This design comes from an exercise in tuning for small area and a short achievable clock period on the open sky130 flow, not from production work.
Where RTL was checked, it was by simulation tests only, not by an equivalence proof against the original.
Only the layout flow was run in runs 4 to 6; the RTL was not checked for function there.
Power figures rest on the tool's default switching activity, not on a simulated workload.

==> flow/run.sh <==
#!/bin/bash
cp standard.sh standard_sh_copy.txt
cp config.mk config_mk_copy.txt
export BUFFER_PORTS_ARGS="-buffer_cell sky130_fd_sc_hd__buf_2"
bash standard.sh > standard_flow.log 2>&1
==> standard.sh <==
#!/bin/bash
# synth_recipe.tcl (not shown) runs the flow's synth.tcl, then flattens the netlist and writes it again
# the make line also repeats each setting of config.mk as NAME=value (left out here)
make -C /OpenROAD-flow-scripts/flow DESIGN_CONFIG=/design/flow/config.mk WORK_HOME=/design/flow/orfs CLKGATE_MAP_FILE= SYNTH_SCRIPT=/design/flow/synth_recipe.tcl "${@:-finish}"
==> config.mk <==
export PLATFORM = sky130hd
export DESIGN_NAME = gb_apu
export DESIGN_NICKNAME = gb_apu
export VERILOG_FILES = /design/flow/design.v
export SDC_FILE = /design/flow/constraint.sdc
export NUM_CORES = 4
export LEC_CHECK = 0
export CAP_MARGIN = 20
export CORE_MARGIN = 2
export CORE_UTILIZATION = 65
export CTS_CLUSTER_DIAMETER = 80
export CTS_CLUSTER_SIZE = 25
export GPL_ROUTABILITY_DRIVEN = 0
export SETUP_SLACK_MARGIN = 4.62
export SLEW_MARGIN = 20
==> constraint.sdc <==
create_clock -name core_clock -period 11.0 [get_ports {clk}]
set_input_delay 2.2000 -clock core_clock [delete_from_list [all_inputs] [get_ports {clk}]]
set_output_delay 2.2000 -clock core_clock [all_outputs]
set_load 0.01 [all_outputs]
==> design.v <==
module gbx_len #(
    parameter W = 6
) (
    input  logic         clk,
    input  logic         rst,
    input  logic         tick,
    input  logic         start,
    input  logic         single,
    input  logic [W-1:0] length,
    output logic         en,
    output logic         en_n
);
    logic [W-1:0] cnt;
    logic step;
    assign step = tick & single;
    always_comb begin
        if (rst) en_n = 1'b0;
        else if (start) en_n = 1'b1;
        else if (step & (&cnt)) en_n = 1'b0;
        else en_n = en;
    end
    always_ff @(posedge clk) begin
        en <= en_n;
        if (start) cnt <= length | {W{~|length}};
        else if (step) cnt <= cnt + 1'b1;
    end
endmodule
module gbx_env (
    input  logic       clk,
    input  logic       tick,
    input  logic       start,
    input  logic [3:0] init,
    input  logic       inc,
    input  logic [2:0] n,
    output logic [3:0] vol_n
);
    logic [2:0] cnt;
    logic [3:0] vol;
    always_comb begin
        if (start) vol_n = init;
        else if (tick & (cnt == 3'd0) & (n != 3'd0) & inc) vol_n = (&vol) ? 4'd14 : vol + 1'b1;
        else vol_n = vol;
    end
    always_ff @(posedge clk) begin
        vol <= vol_n;
        if (start) cnt <= n;
        else if (tick) cnt <= (cnt != 3'd0) ? cnt - 1'b1 : n;
    end
endmodule
module gbx_pulse #(
    parameter SWEEP = 1
) (
    input  logic        clk,
    input  logic        len_rst,
    input  logic        len_clk,
    input  logic        env_clk,
    input  logic        sw_clk,
    input  logic        sp,
    input  logic [ 2:0] pace,
    input  logic        dec,
    input  logic [ 2:0] nsh,
    input  logic [ 1:0] duty_n,
    input  logic [ 5:0] length,
    input  logic [ 3:0] init,
    input  logic        inc,
    input  logic [ 2:0] nenv,
    input  logic        single,
    input  logic [10:0] freq,
    output logic [ 3:0] level_n,
    output logic        on
);
    logic [10:0] shadow;
    logic        ovf, ovf_n;
    generate
        if (SWEEP) begin : g_sweep
            logic [3:0] stimer;
            logic sen;
            logic [10:0] delta;
            logic [3:0] reload;
            logic step;
            logic [11:0] res;
            assign delta  = shadow >> nsh;
            assign reload = (pace == 3'd0) ? 4'd8 : {1'b0, pace};
            assign step   = sw_clk & (stimer == 4'd0) & sen;
            assign res    = {1'b0, shadow} + {1'b0, delta ^ {11{dec}}} + {11'd0, dec};
            always_comb begin
                if (sp) ovf_n = 1'b0;
                else if (step & ~dec & ~ovf) ovf_n = res[11];
                else ovf_n = ovf;
            end
            always_ff @(posedge clk) begin
                ovf <= ovf_n;
                if (sp) begin
                    shadow <= freq;
                    stimer <= reload;
                    sen    <= (pace != 3'd0) && (nsh != 3'd0);
                end else if (sw_clk) begin
                    if (stimer != 4'd0) stimer <= stimer - 1'b1;
                    else begin
                        stimer <= reload;
                        if (sen & (dec | ~ovf)) shadow <= res[10:0];
                    end
                end
            end
        end else begin : g_nosweep
            always_ff @(posedge clk) begin
                if (sp) shadow <= freq;
            end
            assign ovf   = 1'b0;
            assign ovf_n = 1'b0;
        end
    endgenerate
    logic [3:0] vol_n;
    gbx_env envelope (
        .clk  (clk),
        .tick (env_clk),
        .start(sp),
        .init (init),
        .inc  (inc),
        .n    (nenv),
        .vol_n(vol_n)
    );
    logic len_en, len_en_n;
    gbx_len #(6) len (
        .clk   (clk),
        .rst   (len_rst),
        .tick  (len_clk),
        .start (sp),
        .single(single),
        .length(length),
        .en    (len_en),
        .en_n  (len_en_n)
    );
    logic [ 2:0] widx, widx_n;
    logic [10:0] pd;
    logic [ 1:0] pdc;
    logic        wrap;
    assign wrap = (pdc == 2'b00) & (&pd);
    always_comb begin
        if (sp) widx_n = 3'd0;
        else if (wrap) widx_n = widx + 1'b1;
        else widx_n = widx;
    end
    always_ff @(posedge clk) begin
        widx <= widx_n;
        if (sp) pdc <= 2'b11;
        else pdc <= pdc - 1'b1;
        if (sp) pd <= freq;
        else if (pdc == 2'b00) pd <= (&pd) ? shadow : pd + 1'b1;
    end
    logic wv_n;
    always_comb begin
        case (duty_n)
            2'b00:   wv_n = &widx_n;
            2'b01:   wv_n = &widx_n[2:1];
            2'b10:   wv_n = widx_n[2];
            default: wv_n = |widx_n[2:1];
        endcase
    end
    assign on      = len_en & ~ovf;
    assign level_n = (len_en_n & ~ovf_n & wv_n) ? vol_n : 4'b0000;
endmodule
module gbx_wave (
    input  logic        clk,
    input  logic        len_rst,
    input  logic        len_clk,
    input  logic        start,
    input  logic        sp,
    input  logic [ 7:0] length,
    input  logic [ 1:0] vol_n,
    input  logic        on,
    input  logic        on_n,
    input  logic        single,
    input  logic [10:0] freq,
    input  logic [ 7:0] byte_n,
    output logic [ 4:0] ptr,
    output logic [ 4:0] ptr_next,
    output logic [ 3:0] level_n,
    output logic        en
);
    logic [11:0] div;
    logic        wrap;
    assign wrap = &div;
    always_comb begin
        if (sp) ptr_next = 5'd0;
        else if (wrap & on) ptr_next = ptr + 1'b1;
        else ptr_next = ptr;
    end
    always_ff @(posedge clk) begin
        ptr <= ptr_next;
        if (sp | wrap) div <= {freq, 1'b0};
        else div <= div + 1'b1;
    end
    logic [3:0] sample_n;
    assign sample_n = ptr_next[0] ? byte_n[3:0] : byte_n[7:4];
    always_comb begin
        if (on_n) begin
            case (vol_n)
                2'b00:   level_n = 4'b0000;
                2'b01:   level_n = sample_n;
                2'b10:   level_n = {1'b0, sample_n[3:1]};
                default: level_n = {2'b00, sample_n[3:2]};
            endcase
        end else level_n = 4'b0000;
    end
    logic en_n;
    gbx_len #(8) len (
        .clk   (clk),
        .rst   (len_rst),
        .tick  (len_clk),
        .start (start),
        .single(single),
        .length(length),
        .en    (en),
        .en_n  (en_n)
    );
endmodule
module gbx_noise (
    input  logic       clk,
    input  logic       len_rst,
    input  logic       len_clk,
    input  logic       env_clk,
    input  logic       sp,
    input  logic [5:0] length,
    input  logic [3:0] init,
    input  logic       inc,
    input  logic [2:0] nenv,
    input  logic [3:0] shift,
    input  logic       width7,
    input  logic [2:0] ratio,
    input  logic       single,
    output logic [3:0] level_n,
    output logic       en
);
    logic [ 6:0] pdiv;
    logic [21:0] calc;
    assign pdiv = (ratio == 3'd0) ? 7'd8 : {ratio, 4'b0000};
    assign calc = {15'd0, pdiv} << shift;
    logic [21:0] ft;
    logic [14:0] lfsr, lfsr_n;
    logic        fb, fire;
    assign fb   = lfsr[0] ^ lfsr[1];
    assign fire = (ft == 22'd0);
    always_comb begin
        if (sp) lfsr_n = {15{1'b1}};
        else if (fire) lfsr_n = width7 ? {fb, lfsr[14:8], fb, lfsr[6:1]} : {fb, lfsr[14:1]};
        else lfsr_n = lfsr;
    end
    always_ff @(posedge clk) begin
        lfsr <= lfsr_n;
        if (sp | fire) ft <= calc;
        else ft <= ft - 1'b1;
    end
    logic [3:0] vol_n;
    gbx_env envelope (
        .clk  (clk),
        .tick (env_clk),
        .start(sp),
        .init (init),
        .inc  (inc),
        .n    (nenv),
        .vol_n(vol_n)
    );
    logic en_n;
    gbx_len #(6) len (
        .clk   (clk),
        .rst   (len_rst),
        .tick  (len_clk),
        .start (sp),
        .single(single),
        .length(length),
        .en    (en),
        .en_n  (en_n)
    );
    assign level_n = (en_n & ~lfsr_n[0]) ? vol_n : 4'b0000;
endmodule
module gb_apu (
    input  logic        clk,
    input  logic        reset,
    input  logic [15:0] addr_i,
    input  logic [ 7:0] data_i,
    input  logic        wren,
    output logic [ 7:0] data_o,
    output logic [15:0] left,
    output logic [15:0] right
);
    logic       hi_ok, in_lo, in_hi, in_regs, in_wave, is26;
    logic [4:0] ridx;
    assign hi_ok   = (addr_i[15:6] == 10'b1111111100);
    assign in_lo   = hi_ok & ~addr_i[5] & addr_i[4];
    assign in_hi   = hi_ok & addr_i[5] & ~addr_i[4];
    assign in_regs = in_lo | in_hi;
    assign in_wave = hi_ok & addr_i[5] & addr_i[4];
    assign ridx    = {~addr_i[4], addr_i[3:0]};
    assign is26    = (addr_i == 16'hFF26);
    logic [31:0][7:0] regs, regs_n;
    logic             se;
    assign se = regs[22][7];
    logic       clr;
    logic [7:0] dcol;
    assign clr  = reset | (wren & is26 & ~data_i[7]);
    assign dcol = data_i & {8{~clr}};
    logic [31:0] wsel;
    integer i;
    always_comb begin
        for (i = 0; i < 32; i = i + 1) begin
            if (i == 22) wsel[i] = wren & is26 & (se | data_i[7]);
            else wsel[i] = wren & se & (addr_i == 16'hFF10 + i[15:0]);
        end
        for (i = 0; i < 32; i = i + 1) begin
            regs_n[i] = (clr | wsel[i]) ? dcol : regs[i];
        end
    end
    always_ff @(posedge clk) regs <= regs_n;
    logic [15:0][7:0] wave;
    logic [7:0] cur_byte, byte_n;
    logic [4:0] ptr, ptr_next;
    logic [3:0] wave_waddr;
    logic       wave_we, ch3_dac;
    assign ch3_dac    = regs[10][7];
    assign wave_waddr = ch3_dac ? ptr[4:1] : addr_i[3:0];
    assign wave_we    = ~reset & wren & in_wave;
    integer k;
    always_ff @(posedge clk) begin
        for (k = 0; k < 16; k = k + 1) begin
            if (wave_we & (wave_waddr == k[3:0])) wave[k] <= data_i;
        end
    end
    assign byte_n = (wave_we && (wave_waddr == ptr_next[4:1])) ? data_i : wave[ptr_next[4:1]];
    always_ff @(posedge clk) cur_byte <= byte_n;
    logic [3:0] trig_w, start, sp;
    assign trig_w[0] = wren & data_i[7] & (addr_i == 16'hFF14);
    assign trig_w[1] = wren & data_i[7] & (addr_i == 16'hFF19);
    assign trig_w[2] = wren & data_i[7] & (addr_i == 16'hFF1E);
    assign trig_w[3] = wren & data_i[7] & (addr_i == 16'hFF23);
    always_ff @(posedge clk) begin
        if (~reset) start <= trig_w;
        sp <= reset ? 4'b0000 : (trig_w & ~start);
    end
    logic [15:0] fdiv;
    always_ff @(posedge clk) begin
        if (reset) fdiv <= 16'd0;
        else fdiv <= fdiv + 1'b1;
    end
    logic len_clk, sw_clk, env_clk;
    assign len_clk = &fdiv[13:0];
    assign sw_clk  = &fdiv[14:0];
    assign env_clk = &fdiv[15:0];
    logic [3:0] lv1_n, lv2_n, lv3_n, lv4_n;
    logic ch1_on, ch2_on, ch3_on, ch4_on;
    gbx_pulse #(1) channel_1 (
        .clk    (clk),
        .len_rst(~se),
        .len_clk(len_clk),
        .env_clk(env_clk),
        .sw_clk (sw_clk),
        .sp     (sp[0]),
        .pace   (regs[0][6:4]),
        .dec    (regs[0][3]),
        .nsh    (regs[0][2:0]),
        .duty_n (regs_n[1][7:6]),
        .length (regs[1][5:0]),
        .init   (regs[2][7:4]),
        .inc    (regs[2][3]),
        .nenv   (regs[2][2:0]),
        .single (regs[4][6]),
        .freq   ({regs[4][2:0], regs[3]}),
        .level_n(lv1_n),
        .on     (ch1_on)
    );
    gbx_pulse #(0) channel_2 (
        .clk    (clk),
        .len_rst(~se),
        .len_clk(len_clk),
        .env_clk(env_clk),
        .sw_clk (sw_clk),
        .sp     (sp[1]),
        .pace   (3'd0),
        .dec    (1'b0),
        .nsh    (3'd0),
        .duty_n (regs_n[6][7:6]),
        .length (regs[6][5:0]),
        .init   (regs[7][7:4]),
        .inc    (regs[7][3]),
        .nenv   (regs[7][2:0]),
        .single (regs[9][6]),
        .freq   ({regs[9][2:0], regs[8]}),
        .level_n(lv2_n),
        .on     (ch2_on)
    );
    gbx_wave channel_3 (
        .clk     (clk),
        .len_rst (~se),
        .len_clk (len_clk),
        .start   (start[2]),
        .sp      (sp[2]),
        .length  (regs[11]),
        .vol_n   (regs_n[12][6:5]),
        .on      (ch3_dac),
        .on_n    (regs_n[10][7]),
        .single  (regs[14][6]),
        .freq    ({regs[14][2:0], regs[13]}),
        .byte_n  (byte_n),
        .ptr     (ptr),
        .ptr_next(ptr_next),
        .level_n (lv3_n),
        .en      (ch3_on)
    );
    gbx_noise channel_4 (
        .clk    (clk),
        .len_rst(~se),
        .len_clk(len_clk),
        .env_clk(env_clk),
        .sp     (sp[3]),
        .length (regs[16][5:0]),
        .init   (regs[17][7:4]),
        .inc    (regs[17][3]),
        .nenv   (regs[17][2:0]),
        .shift  (regs[18][7:4]),
        .width7 (regs[18][3]),
        .ratio  (regs[18][2:0]),
        .single (regs[19][6]),
        .level_n(lv4_n),
        .en     (ch4_on)
    );
    logic [31:0][7:0] rdarr;
    always_comb begin
        rdarr     = regs;
        rdarr[22] = {se, 3'b000, ch4_on, ch3_on, ch2_on, ch1_on};
    end
    always_comb begin
        if (in_regs) data_o = rdarr[ridx];
        else if (in_wave) data_o = ch3_dac ? cur_byte : wave[addr_i[3:0]];
        else data_o = 8'hFF;
    end
    logic [7:0] pan_n;
    assign pan_n = regs_n[21];
    logic [5:0] sum_l, sum_r;
    always_ff @(posedge clk) begin
        sum_l <= (pan_n[4] ? {2'b00, lv1_n} : 6'd0) + (pan_n[5] ? {2'b00, lv2_n} : 6'd0)
               + (pan_n[6] ? {2'b00, lv3_n} : 6'd0) + (pan_n[7] ? {2'b00, lv4_n} : 6'd0);
        sum_r <= (pan_n[0] ? {2'b00, lv1_n} : 6'd0) + (pan_n[1] ? {2'b00, lv2_n} : 6'd0)
               + (pan_n[2] ? {2'b00, lv3_n} : 6'd0) + (pan_n[3] ? {2'b00, lv4_n} : 6'd0);
    end
    logic [2:0] vl, vr;
    assign vl = regs[20][6:4] & {3{se}};
    assign vr = regs[20][2:0] & {3{se}};
    logic [8:0] mix_l, mix_r;
    assign mix_l = (vl[0] ? {3'd0, sum_l} : 9'd0) + (vl[1] ? {2'd0, sum_l, 1'b0} : 9'd0)
                 + (vl[2] ? {1'd0, sum_l, 2'b0} : 9'd0);
    assign mix_r = (vr[0] ? {3'd0, sum_r} : 9'd0) + (vr[1] ? {2'd0, sum_r, 1'b0} : 9'd0)
                 + (vr[2] ? {1'd0, sum_r, 2'b0} : 9'd0);
    assign left  = {1'b0, mix_l, 6'b0};
    assign right = {1'b0, mix_r, 6'b0};
endmodule
==> results of run 1 <==
## cell usage in the layout (no fill, tap or decap), types with 16 or more instances in the layout
master and count:
nand2b_1 23, nor2b_1 24, dfxtp_1 134, xor2_1 55
inv_1 94, mux2_2 20, xnor2_1 57, nand2_1 162
ha_1 60, and3_1 28, clkbuf_16 40, nor3_1 40
o21ai_0 86, and2_1 16, buf_4 63, buf_2 49
nand3b_1 20, edfxtp_1 450, a21o_1 22, nand4_1 25
mux4_2 124, fa_1 27, nand3_1 75, nor2_1 186
mux2i_1 101, a21oi_1 94
## how the worst max path moves through the flow
stage,to,cells after the start,start
2_1_floorplan,data_o[0],7,addr_i[0]
3_3_place_gp,sum_r[5],19,addr_i[1]
3_5_place_dp,sum_r[5],19,addr_i[1]
4_1_cts,data_o[4],7,addr_i[0]
5_1_grt,sum_r[5],19,addr_i[4]
6_report,data_o[1],8,addr_i[0]
## where the power goes
part / internal (mW) / total (mW) / switching (mW)
Sequential: 2.49 / 2.59 / 0.0948
Clock: 0.697 / 1.48 / 0.779
Combinational: 0.199 / 0.426 / 0.227
## through the flow
| step | instance area [µm²] | setup slack, ps | total power, mW | instances |
|---|---|---|---|---|
| 2_1_floorplan | 29200 | 4650 | 2.86 | 2295 |
| 3_3_place_gp | 30000 | 3270 | 2.99 | 2858 |
| 3_5_place_dp | 30000 | 3120 | 3.00 | 2858 |
| 4_1_cts | 31900 | 4590 | 4.48 | 2940 |
| 5_1_grt | 32200 | 4570 | 4.60 | 2971 |
| 6_report | 32300 | 4590 | 4.49 | 2973 |
## cell families (layout without fill, tap and decap cells)
family,count (synthesis),after routing,synth area share [%]
AO/OA/AOI/OAI,334,334,7.14
XOR/XNOR,113,113,3.43
adder cells (fa/ha/maj),87,87,4.44
buffers and inverters,215,299,3.15
flip-flops,586,586,55.8
multiplexers,263,263,14.5
other,1,16,0.0129
AND/OR/NAND/NOR,683,683,11.6
## final cells by class
cell class	instances	area, µm²	share of cell area [%]
clock buffer	44	961	2.98
antenna	2	5.00	0.0155
inverter	97	379	1.18
timing repair buffer	141	1400	4.34
sequential	586	16200	50.3
tap	592	741	2.30
multi-input combinational	1494	12300	38.2
clock inverter	17	209	0.648
## registers in the layout (all words and copies together) (netlist names), 5 cells and up
name / flops
channel_4.len.cnt: 6
channel_3.div: 12
regs: 249
channel_2.pd: 11
channel_1.len.cnt: 6
channel_3.len.cnt: 8
cur_byte: 8
channel_1.shadow: 11
channel_4.ft: 22
sum_r: 6
channel_3.ptr: 5
channel_2.shadow: 11
channel_4.lfsr: 15
channel_1.pd: 11
wave: 128
sum_l: 6
fdiv: 16
channel_2.len.cnt: 6
## worst register-to-register path: cells and delay by family (launching register included)
| family | cells | cell delay (ps) |
|---|---|---|
| compound gates | 5 | 1540 |
| fa+ha+maj | 5 | 1880 |
| buf+inv | 1 | 310 |
| flops | 1 | 370 |
| mux | 4 | 1070 |
| simple gates | 3 | 980 |
## layer usage
metal	global-route usage [%]	routed length [µm]	vias up
met5	0	11	-
met4	17.7	4540	2
met3	4.99	6540	215
met2	55.2	38000	1017
met1	43.3	29100	9629
li1	-	-	8682
## repair_timing
item,4_1_cts,5_1_grt
setup endpoints to repair,18,15
resized for setup,65,26
cloned,10,4
buffers inserted,11,27
hold buffers,0,0
pin swaps,4,8
==> flow_summary.ini, run 1 <==
[outcome]
status = complete, no violations

[synth]
synth_top_area_cell = edfxtp_1
ys_seq_area_share_pct = 55.8
yosys_register_bits = 586
yosysTopAreaCellShare_pct = 46.4
ys_types = 82
synth_enable_flop_cells = 450
netlist_area_mm2 = 0.0291
synthCells = 2282
ys.flop_type = edfxtp_1
post-synth-top-count-cell = edfxtp_1
synth_async_sr_flop_share_pct = 0
synth_area_per_cell_um2 = 12.8
synth_area_leaders = edfxtp_1 46%, mux4_2 9.6%, dfxtp_1 9.4%
synth_warnings = 8
synth_commonest_cells = 450 x edfxtp_1, 190 x nor2_1, 164 x nand2_1

[flow_run]
cap_violations = 0

[worst_setup_path]
path_class = input port to output pin
path_delay_family = multiplexers
worstPathRequired_ps = 8800
r2r_slack_ps = 4740
crit_arrival_ps = 4210
end_kind = output pin
slowest_stage = mux4_2
cp_cell_sequence = buf_16 > buf_12 > buf_16 > mux4_2 > mux4_2 > mux2i_4 > a22oi_2 > buf_2
regToRegEndpoint = sum_r[5]
crit_fanout = 5
reg2reg_from = channel_3.div[0]
crit_buf_inv = 4
reg2reg_depth = 18
max_stage_delay_ps = 570
critPathLaunchType = input port

[clock_network]
cts.path.max_buffers = 3
cts-buffers-inserted = 34
clockRootBuffer = clkbuf_16
clkSlewWorstSetupHoldPaths_ps = 90
cts_tree = built
htreeDepth = 2
clkLatencyLatePin_ps = 590
cts.sinks = 586

[placed_design]
dpl.hpwl_um = 52400
port_buffers = 52

[sta]
max_freq_mhz = 156
fin_setup_tns_ps = 0
rsz0062_at_grt = yes
period_share_pct = 58.3
finalSetupViolations = 0
final.setup_skew_ps = 22.7
fin_crit_ps = 6410
report.final.slew_viol_count = 0
worstMarginPinSlew_ps = 1130
max_slew_margin_pct = 24.0
hold_violations = 0
hold_ws_ps = 403

[power_and_ir_drop]
power_density_mw_per_mm2 = 139
p_leak_nw = 11.8
ir_drop_uv = 176

[grt]
grtUsageTotal_pct = 33.4
grt_pass1_wl_um = 116000
grt_pass1_vias = 19000
grt_max_degree = 64
overflow = 0
antenna_found_initial = 3

[drt]
firstDrtPassIters = 8
drc = 0
drt_iter0_markers = 2384
drt_wl_total_um = 78200
vias = 19500
via_per_inst = 6.57
avgRoutedWirePerCell_um = 26.3
antenna_left = 0

[floorplan]
die-area_mm2 = 0.0465
die_h_um = 216
num_io_pins = 67
initial_core_util_pct = 65.8
core_area_mm2 = 0.0442
std_cell_rows = 77
die-width_um = 216

[layout]
area_growth_pct = 10.8
final_nets = 2468
fin_util_pct = 72.9
fillCellCount = 2909
layout-drive-gt1-share_pct = 17.8

[hold_path]
min_from = channel_1.pdc[0]
hold_end = channel_1.pdc[0]
hold_depth = 1
min_path_type = flip-flop to flip-flop
==> inputs of run 2 (changes only) <==
==> config.mk (replaced) <==
export PLATFORM = sky130hd
export DESIGN_NAME = gb_apu
export DESIGN_NICKNAME = gb_apu
export VERILOG_FILES = /design/flow/design.v
export SDC_FILE = /design/flow/constraint.sdc
export NUM_CORES = 4
export LEC_CHECK = 0
export CAP_MARGIN = 0
export CORE_MARGIN = 2
export CORE_UTILIZATION = 60
export CTS_CLUSTER_DIAMETER = 80
export CTS_CLUSTER_SIZE = 30
export SETUP_SLACK_MARGIN = 4.6
export SLEW_MARGIN = 0
==> run 2 against run 1 <==
- still clean
- core utilization fell by 5.4 points
- register-to-register slack better by 30 ps
- worst setup slack improved by 7.9 ps
- combinational power down 1%
- largest cell class unchanged
==> flow_summary.ini, run 2 <==
[sta]
max_slew_margin_pct = 11.4
fin_crit_ps = 6410
fin_setup_tns_ps = 0
finalSetupViolations = 0
rsz0062_at_grt = yes
hold_violations = 0
setup_ws_ps = 4590
worstMarginPinSlew_ps = 1320
max_freq_mhz = 156
period_share_pct = 58.2
final.setup_skew_ps = 30.3
report.final.slew_viol_count = 0

[power_and_ir_drop]
switchingPower_mw = 1.15
internal_power_mw = 3.38
p_leak_nw = 11.9
pwr-share-comb_pct = 9.3
power_density_mw_per_mm2 = 140
switching_share_pct = 25.3
ir_drop_uv = 158
power_frac_clock_pct = 33.8
seqPwrFrac_pct = 56.9

[synth]
yosysTopAreaCellShare_pct = 46.4
synth_top_area_cell = edfxtp_1
yosys_register_bits = 586
ys_seq_area_share_pct = 55.8
synth_enable_flop_cells = 450
synth_commonest_cells = 450 x edfxtp_1, 190 x nor2_1, 164 x nand2_1
synthCells = 2282
post-synth-top-count-cell = edfxtp_1
synth_warnings = 8
synth_async_sr_flop_share_pct = 0
netlist_area_mm2 = 0.0291
ys.flop_type = edfxtp_1
synth_area_per_cell_um2 = 12.8
synth_area_leaders = edfxtp_1 46%, mux4_2 9.6%, dfxtp_1 9.4%
ys_types = 82

[layout]
finalNonFillerCells = 2997
fin_area_mm2 = 0.0323
final_nets = 2472
final_cell_mix = 450 x edfxtp_1, 187 x nor2_1, 162 x nand2_1
largest-register = regs
final_common_cell = edfxtp_1
antenna_cells = 0
area_growth_pct = 10.9
fin_util_pct = 67.5
layout-drive-gt1-share_pct = 17.4
biggestRegsByFlops = regs: 249 flops, wave: 128 flops, channel_4.ft: 22 flops
largest_register_ffs = 249

[floorplan]
core_area_mm2 = 0.0478
die-area_mm2 = 0.0503
num_io_pins = 67
die-width_um = 224
initial_core_util_pct = 60.8
std_cell_rows = 80
die_h_um = 224

[hold_path]
min_from = channel_2.pdc[0]
min_path_type = flip-flop to flip-flop

[flow_run]
cap_violations = 0

[drt]
avgRoutedWirePerCell_um = 25.8
antenna_left = 0
drc = 0
vias = 19400
drt_iter0_markers = 2137
drt_wl_total_um = 77300
via_per_inst = 6.46
firstDrtPassIters = 6

[grt]
grt_pass1_vias = 18800
overflow = 0
grt_max_degree = 64
grt_pass1_wl_um = 114000
grtUsageTotal_pct = 30.6
antenna_found_initial = 2

[clock_network]
clkLatencyLatePin_ps = 600
cts.sinks = 586
htreeDepth = 2
cts.path.max_buffers = 3
clkSlewWorstSetupHoldPaths_ps = 110
cts_tree = built
hold_buffers = 0
clockRootBuffer = clkbuf_16
cts-buffers-inserted = 34

[placed_design]
place.gp.congestion = 0.879
port_buffers = 52
numPlacedInstances = 2887
dpl_cell_area_mm2 = 0.0300
pre_cts_ws_ps = 3430
dpl.hpwl_um = 51800

[outcome]
status = complete, no violations

[worst_setup_path]
end_kind = output pin
critPathLaunchType = input port
crit_fanout = 5
cp_cell_sequence = buf_16 > buf_12 > clkbuf_16 > mux4_2 > mux4_2 > mux2i_1 > a22oi_1 > buf_2
worstPathRequired_ps = 8800
cp_common_cell = mux4_2
max_stage_delay_ps = 540
crit_arrival_ps = 4210
critPathLaunch = addr_i[0]
path_class = input port to output pin
r2r_slack_ps = 4770
reg2reg_from = channel_3.div[0]
slowest_stage = mux4_2
run 2: cell counts after synthesis:
Identical to the previous run, type by type.
run 2: what timing repair did:
item / in CTS / in global routing
pin swaps: 2 / 3
setup buffers: 12 / 25
hold endpoints to repair: 0 / 0
gates resized for setup: 33 / 33
setup endpoints to repair: 16 / 15
gates cloned: 7 / 6
run 2: logic make-up after synthesis:
kind of cell | count (synthesis) | share of synthesized area, %
AO/OA/AOI/OAI | 334 | 7.14
XOR/XNOR | 113 | 3.43
adder cells (fa/ha/maj) | 87 | 4.44
buffers and inverters | 215 | 3.15
flip-flops | 586 | 55.8
multiplexers | 263 | 14.5
other | 1 | 0.0129
AND/OR/NAND/NOR | 683 | 11.6
run 2: metal layers:
| metal | vias to the layer above | track usage (%) | wire [µm] |
|---|---|---|---|
| li1 | 8698 | - | - |
| met1 | 9747 | 41.7 | 31700 |
| met2 | 777 | 50.2 | 36800 |
| met3 | 148 | 5.72 | 6210 |
| met4 | 0 | 10.4 | 2660 |
| met5 | - | 0 | 0 |
run 2: layout make-up:
| cell class | instances | area [µm²] |
|---|---|---|
| flip-flops and latches | 586 | 16200 |
| fillers | 3436 | 15500 |
| multi-input cells | 1494 | 12200 |
| repair buffers | 145 | 1440 |
| clock buffers | 43 | 980 |
| well taps | 615 | 769 |
| inverters | 97 | 377 |
| clock inverters | 17 | 292 |
run 2: path summary, 6_finish.rpt:
kind | to | depth (start not counted)
setup reg to reg | sum_r[5] | 18
setup / recovery | data_o[7] | 8
hold reg to reg | channel_2.pdc[0] | 1
hold / removal | channel_2.pdc[0] | 1
run 2: stage by stage:
stage          total power, mW  hold WS, ps
2_1_floorplan             2.86          366
4_1_cts                   4.52          409
6_report                  4.53          407
3_5_place_dp              3.00          384
5_1_grt                   4.65          440
3_3_place_gp              2.99          375
run 2: critical path: cells and delay by family:
family	cells	cell delay, ps
muxes	3	1170
buffers and inverters	4	630
AOI/OAI and AO/OA	1	180
run 2: power groups by stage:
stage,Clock [mW],Sequential [mW],Combinational [mW]
detailed placement,0,2.63,0.370
finish,1.53,2.58,0.420
floorplan,0,2.59,0.272
global route,1.61,2.59,0.449
global placement,0,2.63,0.362
CTS,1.54,2.58,0.395
==> inputs of run 3 (changes only) <==
--- a/config.mk
+++ b/config.mk
@@ -6,5 +6,5 @@
 export NUM_CORES = 4
 export LEC_CHECK = 0
-export CAP_MARGIN = 0
+export CAP_MARGIN = 10
 export CORE_MARGIN = 2
 export CORE_UTILIZATION = 60
@@ -12,3 +12,4 @@
 export CTS_CLUSTER_SIZE = 30
 export SETUP_SLACK_MARGIN = 4.6
-export SLEW_MARGIN = 0
+export SLEW_MARGIN = 10
+export TNS_END_PERCENT = 20
==> run 3 against run 2 <==
- clock-buffer cell count stayed put
- combinational power hardly changed
- critical endpoint unchanged
- highest routed layer unchanged
- worst hold slack hardly changed
- core utilization is 0.052 points lower
- sequential share of layout area hardly changed
- non-clock buffer count is 1 lower
==> flow_summary.ini, run 3 <==
[worst_setup_path]
worstPathRequired_ps = 8800
crit_arrival_ps = 4210
reg2reg_from = channel_3.div[0]
critPathLaunchType = input port
path_class = input port to output pin
end_kind = output pin
crit_fanout = 5
r2r_slack_ps = 4770
critPathLaunch = addr_i[0]

[sta]
max_freq_mhz = 156
worstMarginPinSlew_ps = 1290
hold_violations = 0
report.final.slew_viol_count = 0
final.setup_skew_ps = 28.0
fin_setup_tns_ps = 0
fin_crit_ps = 6410
rsz0062_at_grt = yes
setup_ws_ps = 4590
finalSetupViolations = 0
max_slew_margin_pct = 14.1
period_share_pct = 58.3

[drt]
vias = 19300
firstDrtPassIters = 6
drt_wl_total_um = 77100
antenna_left = 0
drc = 0
drt_iter0_markers = 2153
avgRoutedWirePerCell_um = 25.7
via_per_inst = 6.46

[power_and_ir_drop]
power_mw = 4.53
ir_drop_uv = 157
p_leak_nw = 11.9
power_density_mw_per_mm2 = 140

[placed_design]
place.gp.congestion = 0.879
dpl.hpwl_um = 51800
dpl_cell_area_mm2 = 0.0300
port_buffers = 52
pre_cts_ws_ps = 3430

[synth]
synth_area_leaders = edfxtp_1 46%, mux4_2 9.6%, dfxtp_1 9.4%
synth_enable_flop_cells = 450
synth_warnings = 8
yosys_register_bits = 586
synth_top_area_cell = edfxtp_1
netlist_area_mm2 = 0.0291
synthCells = 2282
post-synth-top-count-cell = edfxtp_1
synth_area_per_cell_um2 = 12.8
yosysTopAreaCellShare_pct = 46.4
synth_async_sr_flop_share_pct = 0
ys_seq_area_share_pct = 55.8
ys.flop_type = edfxtp_1
synth_commonest_cells = 450 x edfxtp_1, 190 x nor2_1, 164 x nand2_1
ys_types = 82

[layout]
fin_area_mm2 = 0.0323
largest_register_ffs = 249
antenna_cells = 0
layout-drive-gt1-share_pct = 17.3
final_common_cell = edfxtp_1
area_growth_pct = 10.9
final_nets = 2471
biggestRegsByFlops = regs: 249 flops, wave: 128 flops, channel_4.ft: 22 flops
fin_util_pct = 67.5
largest-register = regs
final_cell_mix = 450 x edfxtp_1, 187 x nor2_1, 162 x nand2_1

[floorplan]
die-area_mm2 = 0.0503
die-width_um = 224
num_io_pins = 67
initial_core_util_pct = 60.8
core_area_mm2 = 0.0478
die_h_um = 224
std_cell_rows = 80

[grt]
busiest_layer = met2
grt_max_degree = 64
grt_pass1_wl_um = 114000
grt_use_met3_pct = 5.72
grt_pass1_vias = 18800
grtUsageTotal_pct = 30.6
use_met2_pct = 50.2
grtUsageMet1_pct = 41.7
overflow = 0
antenna_found_initial = 2

[clock_network]
htreeDepth = 2
cts.path.max_buffers = 3
cts-buffers-inserted = 34
hold_buffers = 0
cts.sinks = 586
clockRootBuffer = clkbuf_16
clkLatencyLatePin_ps = 600
cts_tree = built
clkSlewWorstSetupHoldPaths_ps = 110

[flow_run]
cap_violations = 0

[outcome]
status = complete, no violations

[hold_path]
min_path_type = flip-flop to flip-flop
min_from = channel_2.pdc[0]
-- run 3: cell counts after synthesis --
No cell type changed its count.
-- run 3: routing by layer --
metal	vias up	wire length (µm)
met2	817	36900
li1	8684	-
met1	9696	31100
met3	148	6530
met4	0	2580
met5	-	0
-- run 3: cell type report --
| class | count | area, µm² |
|---|---|---|
| clock inverters | 17 | 292 |
| inverters | 97 | 377 |
| flip-flops and latches | 586 | 16200 |
| well taps | 615 | 769 |
| multi-input cells | 1494 | 12200 |
| clock buffers | 43 | 980 |
| repair buffers | 144 | 1420 |
| fillers | 3440 | 15600 |
-- run 3: kinds of logic after synthesis --
group / Yosys count / synth area share (%)
and+or+nand+nor: 683 / 11.6
DFF: 586 / 55.8
AOI/OAI and AO/OA: 334 / 7.14
muxes: 263 / 14.5
buffers and inverters: 215 / 3.15
xor gates and xnor gates: 113 / 3.43
adders and majority gates: 87 / 4.44
other: 1 / 0.0129
-- run 3: worst max-delay path: stages --
cell and delay, ps:
buf_16 120, buf_12 120, clkbuf_16 150, mux4_2 480, mux4_2 550, mux2i_1 150
a22oi_1 180, buf_2 240
-- run 3: power by group --
group	total [mW]	switching [mW]	internal [mW]	leakage, nW
combinational	0.420	0.224	0.195	5.98
sequential	2.58	0.0899	2.49	5.28
clock	1.53	0.831	0.696	0.610
total	4.53	1.14	3.38	11.9
-- run 3: path summary, 6_finish.rpt --
check / endpoint / cells past startpoint
setup / recovery: data_o[7] / 8
hold / removal: channel_2.pdc[0] / 1
setup reg to reg: sum_r[5] / 18
hold reg to reg: channel_2.pdc[0] / 1
-- run 3: per-stage QoR --
step,hold slack (ps),std cells
finish,407,2996
global route,440,2996
CTS,409,2966
detailed placement,384,2887
global placement,375,2887
floorplan,366,2295
-- run 3: repair_timing --
action                     in CTS  in global routing
setup endpoints to repair      16                 16
gates cloned                    7                  5
setup buffers                  12                 25
gates resized for setup        32                 34
pin swaps                       2                  3
==> inputs of run 4 (changes only) <==
--- a/design.v
+++ b/design.v
@@ -275,4 +275,24 @@
     assign level_n = (en_n & ~lfsr_n[0]) ? vol_n : 4'b0000;
 endmodule
+module gbx_read (
+    input  logic [15:0]       addr_i,
+    input  logic [31:0][7:0]  regs,
+    input  logic [15:0][7:0]  wave,
+    input  logic [ 7:0]       cur_byte,
+    input  logic              ch3_dac,
+    output logic [ 7:0]       data_o
+);
+    logic       hi_ok, in_regs, in_wave;
+    logic [4:0] ridx;
+    assign hi_ok   = (addr_i[15:6] == 10'b1111111100);
+    assign in_regs = hi_ok & ((~addr_i[5] & addr_i[4]) | (addr_i[5] & ~addr_i[4]));
+    assign in_wave = hi_ok & addr_i[5] & addr_i[4];
+    assign ridx    = {~addr_i[4], addr_i[3:0]};
+    always_comb begin
+        if (in_regs) data_o = regs[ridx];
+        else if (in_wave) data_o = ch3_dac ? cur_byte : wave[addr_i[3:0]];
+        else data_o = 8'hFF;
+    end
+endmodule
 module gb_apu (
     input  logic        clk,
@@ -429,9 +449,12 @@
         rdarr[22] = {se, 3'b000, ch4_on, ch3_on, ch2_on, ch1_on};
     end
-    always_comb begin
-        if (in_regs) data_o = rdarr[ridx];
-        else if (in_wave) data_o = ch3_dac ? cur_byte : wave[addr_i[3:0]];
-        else data_o = 8'hFF;
-    end
+    gbx_read read_mux (
+        .addr_i  (addr_i),
+        .regs    (rdarr),
+        .wave    (wave),
+        .cur_byte(cur_byte),
+        .ch3_dac (ch3_dac),
+        .data_o  (data_o)
+    );
     logic [7:0] pan_n;
     assign pan_n = regs_n[21];
--- a/config.mk
+++ b/config.mk
@@ -6,5 +6,5 @@
 export NUM_CORES = 4
 export LEC_CHECK = 0
-export CAP_MARGIN = 10
+export CAP_MARGIN = 20
 export CORE_MARGIN = 2
 export CORE_UTILIZATION = 60
@@ -12,4 +12,5 @@
 export CTS_CLUSTER_SIZE = 30
 export SETUP_SLACK_MARGIN = 4.6
-export SLEW_MARGIN = 10
-export TNS_END_PERCENT = 20
+export SLEW_MARGIN = 20
+export SYNTH_HIERARCHICAL = 1
+export SYNTH_MINIMUM_KEEP_SIZE = 700
==> run 4 against run 3 <==
- still clean
- worst hold slack got worse by 0.53 ps
- critical path depth did not move
- sequential share of layout area fell by 1.0 points
- cell area rose by 2.1%
- die area rose by 2.6%
- core utilization fell by 0.30 points
- clock power barely moved
- largest power group unchanged
==> flow_summary.ini, run 4 <==
[outcome]
status = complete, no violations

[power_and_ir_drop]
power_density_mw_per_mm2 = 139
p_leak_nw = 12.0
power_mw = 4.56
ir_drop_uv = 141
internal_power_mw = 3.37
switching_share_pct = 26.2
seqPwrFrac_pct = 56.6
switchingPower_mw = 1.20
pwr-share-comb_pct = 9.3
power_frac_clock_pct = 34.1

[synth]
synth_area_leaders = edfxtp_1 45%, dfxtp_1 9.1%, mux4_2 6.9%
ys_types = 90
synth_top_area_cell = edfxtp_1
synth_top_family_by_area = simple AND/OR/NAND/NOR gates
synth_async_sr_flop_share_pct = 0
yosysTopAreaCellShare_pct = 45.2
synth_fa_ha_area_share_pct = 4.32
synthCells = 2504
synth_enable_flop_cells = 450
synth_mux_area_share_pct = 10.6
netlist_area_mm2 = 0.0299
synth_area_per_cell_um2 = 11.9
ys_seq_area_share_pct = 54.4
yosys_register_bits = 586
synth_warnings = 15
ys.flop_type = edfxtp_1
synth_commonest_cells = 450 x edfxtp_1, 206 x nand2_1, 204 x nor2_1
synth_xor_area_share_pct = 3.37
post-synth-top-count-cell = edfxtp_1
synth_compound_area_share_pct = 10.0
synth_simple_gate_area_share_pct = 13.6

[layout]
final_cell_mix = 450 x edfxtp_1, 206 x nand2_1, 198 x nor2_1
fillCellCount = 3718
final_nets = 2670
final_common_cell = edfxtp_1
largest_register_ffs = 249
largest-register = regs
layout-drive-gt1-share_pct = 15.5
area_growth_pct = 10.3
biggestRegsByFlops = regs: 249 flops, wave: 128 flops, channel_4.ft: 22 flops
antenna_cells = 0

[clock_network]
hold_buffers = 0
clkSlewWorstSetupHoldPaths_ps = 80
cts.sinks = 586
cts_tree = built
clockRootBuffer = clkbuf_16
clkLatencyLatePin_ps = 600
cts-buffers-inserted = 36
htreeDepth = 2
cts.path.max_buffers = 3

[drt]
firstDrtPassIters = 5
avgRoutedWirePerCell_um = 25.3
via_per_inst = 6.53
drt_iter0_markers = 2520
vias = 21200
top_layer = met4
wl_met1_um = 33100
antenna_left = 0
wl_met3_um = 8070
drt_wl_total_um = 82100
route.met2.wl_um = 38100
drc = 0

[floorplan]
core_area_mm2 = 0.0491
die-area_mm2 = 0.0516
std_cell_rows = 81
num_io_pins = 67
die_h_um = 227
initial_core_util_pct = 60.9
die-width_um = 227

[sta]
rsz0062_at_grt = yes
fin_crit_ps = 6380
fin_setup_tns_ps = 0
period_share_pct = 58.0
max_slew_margin_pct = 26.8
max_freq_mhz = 157
hold_violations = 0
final.setup_skew_ps = 30.2
report.final.slew_viol_count = 0
finalSetupViolations = 0
worstMarginPinSlew_ps = 1090

[placed_design]
dpl.hpwl_um = 56100
place.gp.congestion = 0.956
port_buffers = 52

[grt]
antenna_found_initial = 0
grt_max_degree = 64
grt_pass1_wl_um = 122000
grtUsageTotal_pct = 31.9
grt_pass1_vias = 20200
overflow = 0

[worst_setup_path]
path_class = input port to output pin
end_kind = output pin
crit_arrival_ps = 4180
crit_fanout = 8
worstPathRequired_ps = 8800
critPathLaunchType = input port

[hold_path]
min_path_type = flip-flop to flip-flop

[flow_run]
cap_violations = 0
[run 4: worst paths after layout]
check / start / endpoint / slack, ps / depth (start not counted)
max reg2reg: channel_3.div[0] / sum_r[5] / 4830 / 21
max: addr_i[6] / data_o[1] / 4620 / 8
min reg2reg: channel_1.pdc[0] / channel_1.pdc[0] / 410 / 1
min: channel_1.pdc[0] / channel_1.pdc[0] / 410 / 1
[run 4: metal layers]
metal  track usage [%]  vias up
li1                  -     9477
met1              44.2    10500
met2              50.4     1107
met3              6.94      166
met4              10.5        0
met5                 0        -
[run 4: worst max-delay path, cell delays in order]
cell and delay (ps):
buf_2 150, nand4bb_1 250, nor3_4 380, nand3_4 270, a2111oi_4 510, buf_4 200
nor3_1 60, buf_2 160
[run 4: power groups by stage]
| stage | combinational, mW | clock, mW | sequential [mW] |
|---|---|---|---|
| 6_report | 0.424 | 1.56 | 2.58 |
| 5_1_grt | 0.457 | 1.64 | 2.59 |
| 4_1_cts | 0.406 | 1.57 | 2.58 |
| 3_5_place_dp | 0.383 | 0 | 2.63 |
| 3_3_place_gp | 0.374 | 0 | 2.63 |
| 2_1_floorplan | 0.286 | 0 | 2.59 |
[run 4: final cells by class]
class | count | area, µm² | area share [%]
repair inverters | 1 | 5.00 | 0.0152
inverters | 103 | 395 | 1.20
repair buffers | 130 | 1150 | 3.50
clock buffers | 40 | 947 | 2.88
clock inverters | 24 | 313 | 0.950
multi-input cells | 1698 | 13100 | 39.6
flip-flops and latches | 586 | 16200 | 49.3
well taps | 664 | 831 | 2.52
[run 4: modules after synthesis (local to each module, per instance)]
module / times used / flip-flops and latches / area [µm²]
gbx_read: 1 / 0 / 3450
gb_apu: 1 / 586 / 26400
[run 4: cells by family after synthesis]
family          count (synthesis)
compound gates                471
xor+xnor                      114
fa+ha+maj                      87
buf+inv                       237
flops                         586
mux                           196
other cells                     1
simple gates                  812
[run 4: repair_timing]
action                     4_1_cts  5_1_grt
gates cloned                     4        6
gates resized for setup         74       33
pin swaps                        7       11
hold endpoints to repair         0        0
setup endpoints to repair       19       15
buffers inserted                 7       16
[run 4: through the flow]
stage                     hold WS [ps]  setup WS (ps)  instance area (µm²)  util [%]  std cells
after floorplan                    366           4610                30000         -       2520
after global placement             373           2980                30700      62.7       3148
after detailed placement           385           2920                30700      62.7       3148
after CTS                          405           4560                32600      66.4       3223
after global routing               432           4540                32900      67.2       3246
final                              407           4620                32900      67.2       3246
==> inputs of run 5 (changes only) <==
--- a/design.v
+++ b/design.v
@@ -347,5 +347,7 @@
         end
     end
-    assign byte_n = (wave_we && (wave_waddr == ptr_next[4:1])) ? data_i : wave[ptr_next[4:1]];
+    logic byte_hit;
+    assign byte_hit = wave_we & ch3_dac & (ptr[4:1] == ptr_next[4:1]);
+    assign byte_n   = byte_hit ? data_i : wave[ptr_next[4:1]];
     always_ff @(posedge clk) cur_byte <= byte_n;
     logic [3:0] trig_w, start, sp;
--- a/config.mk
+++ b/config.mk
@@ -11,5 +11,5 @@
 export CTS_CLUSTER_DIAMETER = 80
 export CTS_CLUSTER_SIZE = 30
-export SETUP_SLACK_MARGIN = 4.6
+export SETUP_SLACK_MARGIN = 4.9
 export SLEW_MARGIN = 20
 export SYNTH_HIERARCHICAL = 1
==> run 5 against run 4 <==
- cell count decreased by 0.99%
- clock-buffer cell count increased by 1
- cell area increased by 2.2%
- largest cell class unchanged
- still clean on timing, DRC and antenna
- first-iteration DRC count increased by 0.87%
- worst hold slack got worse by 6.4 ps
- power decreased by 0.82%
- via count decreased by 0.61%
- non-clock buffer count increased by 30
- area after synthesis decreased by 0.61%
- sequential power about the same
- worst setup slack improved by 140 ps
==> flow_summary.ini, run 5 <==
[sta]
finalSetupViolations = 0
fin_crit_ps = 6250
report.final.slew_viol_count = 0
final.setup_skew_ps = 35.7
rsz0062_at_grt = yes
period_share_pct = 56.8
max_freq_mhz = 160
hold_violations = 0
fin_setup_tns_ps = 0
max_slew_margin_pct = 21.0
worstMarginPinSlew_ps = 1180
setup_ws_ps = 4750

[clock_network]
cts.sinks = 586
clockRootBuffer = clkbuf_16
cts_tree = built
htreeDepth = 2
clkSlewWorstSetupHoldPaths_ps = 100
cts-buffers-inserted = 35
clkLatencyLatePin_ps = 610
cts.path.max_buffers = 3

[power_and_ir_drop]
ir_drop_uv = 135
power_density_mw_per_mm2 = 134
p_leak_nw = 12.4

[synth]
netlist_area_mm2 = 0.0297
synth_enable_flop_cells = 450
synthCells = 2435
synth_commonest_cells = 450 x edfxtp_1, 189 x nor2_1, 187 x nand2_1
synth_warnings = 15
ys_seq_area_share_pct = 54.7
ys_types = 91
synth_area_leaders = edfxtp_1 46%, dfxtp_1 9.2%, mux4_2 6.9%
synth_top_area_cell = edfxtp_1
yosysTopAreaCellShare_pct = 45.5
ys.flop_type = edfxtp_1
yosys_register_bits = 586
synth_async_sr_flop_share_pct = 0
post-synth-top-count-cell = edfxtp_1
synth_area_per_cell_um2 = 12.2

[drt]
vias = 21100
firstDrtPassIters = 6
avgRoutedWirePerCell_um = 26.3
antenna_left = 0
drc = 0
drt_wl_total_um = 84600
via_per_inst = 6.56
drt_iter0_markers = 2542

[floorplan]
initial_core_util_pct = 60.8
die-width_um = 226
core_area_mm2 = 0.0488
num_io_pins = 67
std_cell_rows = 81
die-area_mm2 = 0.0513
die_h_um = 226

[placed_design]
port_buffers = 52
numPlacedInstances = 3091
place.gp.congestion = 0.947
pre_cts_ws_ps = 3440
dpl.hpwl_um = 56100

[outcome]
status = complete, no violations

[worst_setup_path]
slowest_stage = mux4_2
path_delay_family = compound AO/OA/AOI/OAI gates
crit_buf_inv = 4
end_kind = output pin
critPathLaunchType = input port
path_class = input port to output pin
crit_fanout = 6
cp_common_cell = buf_16
cp_cell_sequence = buf_16 > buf_16 > buf_8 > mux4_2 > o211a_1 > a2111oi_4 > nor3_2 > buf_2
r2r_slack_ps = 5130
max_stage_delay_ps = 480
crit_arrival_ps = 4050
worstPathRequired_ps = 8800

[layout]
area_growth_pct = 13.4
largest-register = regs
layout-drive-gt1-share_pct = 19.3
final_nets = 2638
final_cell_mix = 450 x edfxtp_1, 180 x nand2_1, 176 x nor2_1
largest_register_ffs = 249
antenna_cells = 0
biggestRegsByFlops = regs: 249 flops, wave: 128 flops, channel_4.ft: 22 flops
finalNonFillerCells = 3214
fillCellCount = 3581
final_common_cell = edfxtp_1

[grt]
antenna_found_initial = 0
grt_pass1_vias = 20100
grt_pass1_wl_um = 125000
grt_max_degree = 75
overflow = 0
grtUsageTotal_pct = 32.9

[hold_path]
min_path_type = flip-flop to flip-flop

[flow_run]
cap_violations = 0
==> run 5: cell count changes in the layout (fill, tap and decap cells not counted), moves of 9 or more <==
cell      change
xor2_1       +10
a211oi_1     -15
nor2_1       -22
o21ai_0      -23
nor2b_1      +14
mux2i_1      +11
nand2_1      -26
nor3_2       +11
nor3_1       -15
nand3b_1      -9
and3_1       -13
nand3_1      -10
a21oi_1      -18
buf_4        +10
==> run 5: cells by family after synthesis <==
logic type | after synthesis | synth area share (%)
adders and majority gates | 87 | 4.35
DFF | 586 | 54.7
and+or+nand+nor | 764 | 12.9
xor gates and xnor gates | 117 | 3.45
muxes | 222 | 11.6
AOI/OAI and AO/OA | 434 | 9.40
other | 1 | 0.0126
buffers and inverters | 224 | 3.61
==> run 5: worst register-to-register path: stages (launching register included) <==
cell	delay, ps
dfxtp_1	360
ha_1	360
and3_1	280
a41oi_1	280
a21oi_1	210
buf_4	310
inv_2	190
buf_8	250
a2111oi_0	800
a211oi_1	160
nand2_1	190
o2bb2ai_4	100
o21ai_0	250
o22ai_2	120
fa_1	500
fa_1	540
ha_4	190
fa_2	330
a21o_1	170
a21o_1	160
==> run 5: final timing paths <==
check,endpoint,cells after the start,start
setup / recovery,data_o[7],8,addr_i[0]
setup reg to reg,sum_l[5],19,channel_3.div[0]
hold / removal,channel_1.pdc[0],1,channel_1.pdc[0]
hold reg to reg,channel_1.pdc[0],1,channel_1.pdc[0]
==> run 5: metal layers <==
metal  wire, µm  track usage [%]
met4       4270             16.0
met3       7960             4.57
met1      33400             46.0
met5          0                0
met2      39000             51.2
==> run 5: modules after synthesis, one instance, submodules excluded <==
module	flops+latches	copies in the design	cells	cell area (µm²)
gb_apu	586	1	2135	26200
gbx_read	0	1	300	3450
==> run 5: layout make-up <==
type	count	area, µm²	area share [%]
Tap cell	664	831	2.47
Inverter	99	373	1.11
Multi-Input combinational cell	1642	13300	39.5
Clock inverter	22	289	0.858
Clock buffer	41	951	2.82
Sequential cell	586	16200	48.2
Timing Repair Buffer	160	1680	4.99
==> run 5: per-stage QoR <==
step           hold WS [ps]  power (mW)  util (%)  area [µm²]
2_1_floorplan           370        2.84         -       29800
3_3_place_gp            378        2.97      62.6       30600
3_5_place_dp            382        2.98      62.6       30600
4_1_cts                 406        4.51      67.8       33100
5_1_grt                 411        4.65      68.9       33700
6_report                400        4.53      68.9       33700
==> run 5: power breakdown <==
group | switching (mW) | leakage [nW] | internal (mW)
logic | 0.244 | 6.54 | 0.193
clock network | 0.813 | 0.594 | 0.710
registers | 0.0832 | 5.27 | 2.48
total | 1.14 | 12.4 | 3.39
==> run 5: repair_timing <==
item,in CTS,in global routing
endpoints found under the hold margin,0,0
cloned,11,3
setup buffers,31,14
resized for setup,134,75
hold buffers,0,0
pin swaps,33,44
endpoints found under the setup margin,18,16
==> inputs of run 6 (changes only) <==
--- a/config.mk
+++ b/config.mk
@@ -11,6 +11,7 @@
 export CTS_CLUSTER_DIAMETER = 80
 export CTS_CLUSTER_SIZE = 30
-export SETUP_SLACK_MARGIN = 4.9
+export SETUP_SLACK_MARGIN = 5
 export SLEW_MARGIN = 20
 export SYNTH_HIERARCHICAL = 1
 export SYNTH_MINIMUM_KEEP_SIZE = 700
+export TNS_END_PERCENT = 20
==> run 6 against run 5 <==
- combinational power decreased by 3%
- cell count down 0.34%
- routed wire length fell by 0.16%
- area after synthesis unchanged
- die area unchanged
- worst hold slack about the same
- synthesized cell count did not move
- core utilization is 0.30 points lower
- non-clock buffer count shrank 11
- highest routed layer unchanged
==> flow_summary.ini, run 6 <==
[floorplan]
die-width_um = 226
core_area_mm2 = 0.0488
die-area_mm2 = 0.0513
die_h_um = 226
std_cell_rows = 81
initial_core_util_pct = 60.8
num_io_pins = 67

[synth]
synth_fa_ha_area_share_pct = 4.35
ys.flop_type = edfxtp_1
netlist_area_mm2 = 0.0297
synth_top_family_by_area = simple AND/OR/NAND/NOR gates
synth_mux_area_share_pct = 11.6
synth_commonest_cells = 450 x edfxtp_1, 189 x nor2_1, 187 x nand2_1
yosys_register_bits = 586
synth_top_area_cell = edfxtp_1
synth_enable_flop_cells = 450
synthCells = 2435
synth_area_leaders = edfxtp_1 46%, dfxtp_1 9.2%, mux4_2 6.9%
synth_warnings = 15
synth_compound_area_share_pct = 9.40
synth_simple_gate_area_share_pct = 12.9
synth_async_sr_flop_share_pct = 0
yosysTopAreaCellShare_pct = 45.5
ys_types = 91
synth_area_per_cell_um2 = 12.2
post-synth-top-count-cell = edfxtp_1
ys_seq_area_share_pct = 54.7
synth_xor_area_share_pct = 3.45

[clock_network]
cts_tree = built
htreeDepth = 2
clockRootBuffer = clkbuf_16
clkLatencyLatePin_ps = 600
cts-buffers-inserted = 35
cts.path.max_buffers = 3
cts.sinks = 586
hold_buffers = 0
clkSlewWorstSetupHoldPaths_ps = 90

[power_and_ir_drop]
p_leak_nw = 12.4
power_density_mw_per_mm2 = 136
ir_drop_uv = 126
power_mw = 4.57

[placed_design]
dpl_cell_area_mm2 = 0.0306
port_buffers = 52
place.gp.congestion = 0.939
pre_cts_ws_ps = 3160
dpl.hpwl_um = 55600

[worst_setup_path]
path_class = input port to output pin
crit_fanout = 7
crit_arrival_ps = 4040
critPathLaunchType = input port
r2r_slack_ps = 5200
end_kind = output pin
worstPathRequired_ps = 8800

[layout]
final_cell_mix = 450 x edfxtp_1, 185 x nand2_1, 170 x nor2_1
biggestRegsByFlops = regs: 249 flops, wave: 128 flops, channel_4.ft: 22 flops
antenna_cells = 0
largest_register_ffs = 249
final_nets = 2627
largest-register = regs
final_common_cell = edfxtp_1
area_growth_pct = 13.0
fin_area_mm2 = 0.0335
layout-drive-gt1-share_pct = 18.2

[sta]
finalSetupViolations = 0
rsz0062_at_grt = yes
max_slew_margin_pct = 19.1
hold_violations = 0
report.final.slew_viol_count = 0
hold_ws_ps = 400
fin_setup_tns_ps = 0
fin_crit_ps = 6240
setup_ws_ps = 4760
worstMarginPinSlew_ps = 1210
max_freq_mhz = 160
period_share_pct = 56.7
final.setup_skew_ps = 30.4

[drt]
drc = 0
firstDrtPassIters = 6
avgRoutedWirePerCell_um = 26.4
drt_wl_total_um = 84500
via_per_inst = 6.61
vias = 21200
drt_iter0_markers = 2433
antenna_left = 0

[grt]
grt_pass1_vias = 20300
grt_pass1_wl_um = 125000
grtUsageTotal_pct = 33.2
antenna_found_initial = 1
grt_max_degree = 75
overflow = 0

[outcome]
status = complete, no violations

[flow_run]
cap_violations = 0

[hold_path]
min_path_type = flip-flop to flip-flop
-- run 6: power breakdown --
group	switching, mW	internal (mW)
clock	0.839	0.738
combinational	0.239	0.185
sequential	0.0830	2.48
total	1.16	3.41
-- run 6: per-module statistics from Yosys (local to each module, per instance) --
module	cells inside	cell area [µm²]
gb_apu	2135	26200
gbx_read	300	3450
-- run 6: cell families after synthesis --
group,count (synthesis)
AND/OR/NAND/NOR,764
flip-flops,586
AO/OA/AOI/OAI,434
buffers and inverters,224
multiplexers,222
XOR/XNOR,117
adder cells (fa/ha/maj),87
other,1
-- run 6: final cells by class --
type / count / area, µm²
Timing Repair Buffer: 149 / 1570
Sequential cell: 586 / 16200
Clock inverter: 23 / 359
Inverter: 99 / 377
Multi-Input combinational cell: 1642 / 13200
Clock buffer: 40 / 937
Tap cell: 664 / 831
Fill cell: 3593 / 15300
-- run 6: layer usage --
metal / vias up / global-route usage [%] / routed length, µm
li1: 9278 / - / -
met1: 10500 / 46.8 / 33800
met2: 1140 / 52.2 / 39100
met3: 218 / 4.92 / 8010
met4: 0 / 13.3 / 3500
met5: - / 0 / 0
-- run 6: path summary, 6_finish.rpt --
kind | start | cells past startpoint | endpoint
max | addr_i[1] | 9 | data_o[5]
min | channel_1.pdc[0] | 1 | channel_1.pdc[0]
max reg2reg | channel_3.div[0] | 20 | sum_l[5]
min reg2reg | channel_1.pdc[0] | 1 | channel_1.pdc[0]
-- run 6: metrics by stage --
stage	std cells	util (%)
3_3_place_gp	3087	62.6
6_report	3203	68.6
2_1_floorplan	2451	-
5_1_grt	3203	68.6
4_1_cts	3195	68.0
3_5_place_dp	3088	62.7
-- run 6: repair_timing --
action	4_1_cts	5_1_grt
hold endpoints to repair	0	0
setup buffers	31	7
cloned	13	1
gates resized for setup	125	47
endpoints found under the setup margin	18	17
pin swaps	32	38
-- run 6: critical path, cell delays in order --
cell and delay, ps:
buf_16 150, buf_12 120, buf_16 130, mux4_2 510, o22ai_1 230, nor3_2 90
a2111oi_4 320, a211oi_2 120, buf_2 160

[re-timing with driven ports]
The flow's constraints put no driver on any port. The routed layouts listed below were extracted and timed again, unchanged, in two steps. Step 1 (the two cells are an assumption about what drives the block):
set clk [get_ports {clk}]
set_driving_cell -lib_cell sky130_fd_sc_hd__clkbuf_16 $clk
set_driving_cell -lib_cell sky130_fd_sc_hd__buf_2 [delete_from_list [all_inputs] $clk]
Step 2 times the ports against the registers' clock, not the clock port: input delays grow and output delays shrink by t, the midpoint of the rising clock arrivals with the driver on. Three values: no drivers, after step 1, after step 2; two values: the first two.
run | t, ns | setup slack, ns | clock arrival spread, ns | worst register clock-pin slew, ns | worst data-port slew with drivers (ns)
run 1 | 0.630 | 4.586 / 4.246 / 4.087 | 0.026 / 0.026 | 0.10 / 0.10 | 0.38
run 2 | 0.641 | 4.594 / 4.267 / 4.133 | 0.041 / 0.041 | 0.11 / 0.11 | 0.34
run 3 | 0.639 | 4.589 / 4.276 / 4.146 | 0.035 / 0.035 | 0.11 / 0.11 | 0.34
run 4 | 0.649 | 4.618 / 4.450 / 4.061 | 0.034 / 0.034 | 0.11 / 0.11 | 0.21
run 5 | 0.649 | 4.753 / 4.554 / 4.320 | 0.039 / 0.038 | 0.11 / 0.11 | 0.20
run 6 | 0.646 | 4.758 / 4.567 / 4.110 | 0.040 / 0.040 | 0.12 / 0.12 | 0.22
After both steps every run listed still meets setup and hold. The setup slack of run 6, which loses most, moves by -0.191 ns with the drivers and by -0.648 ns with both steps.
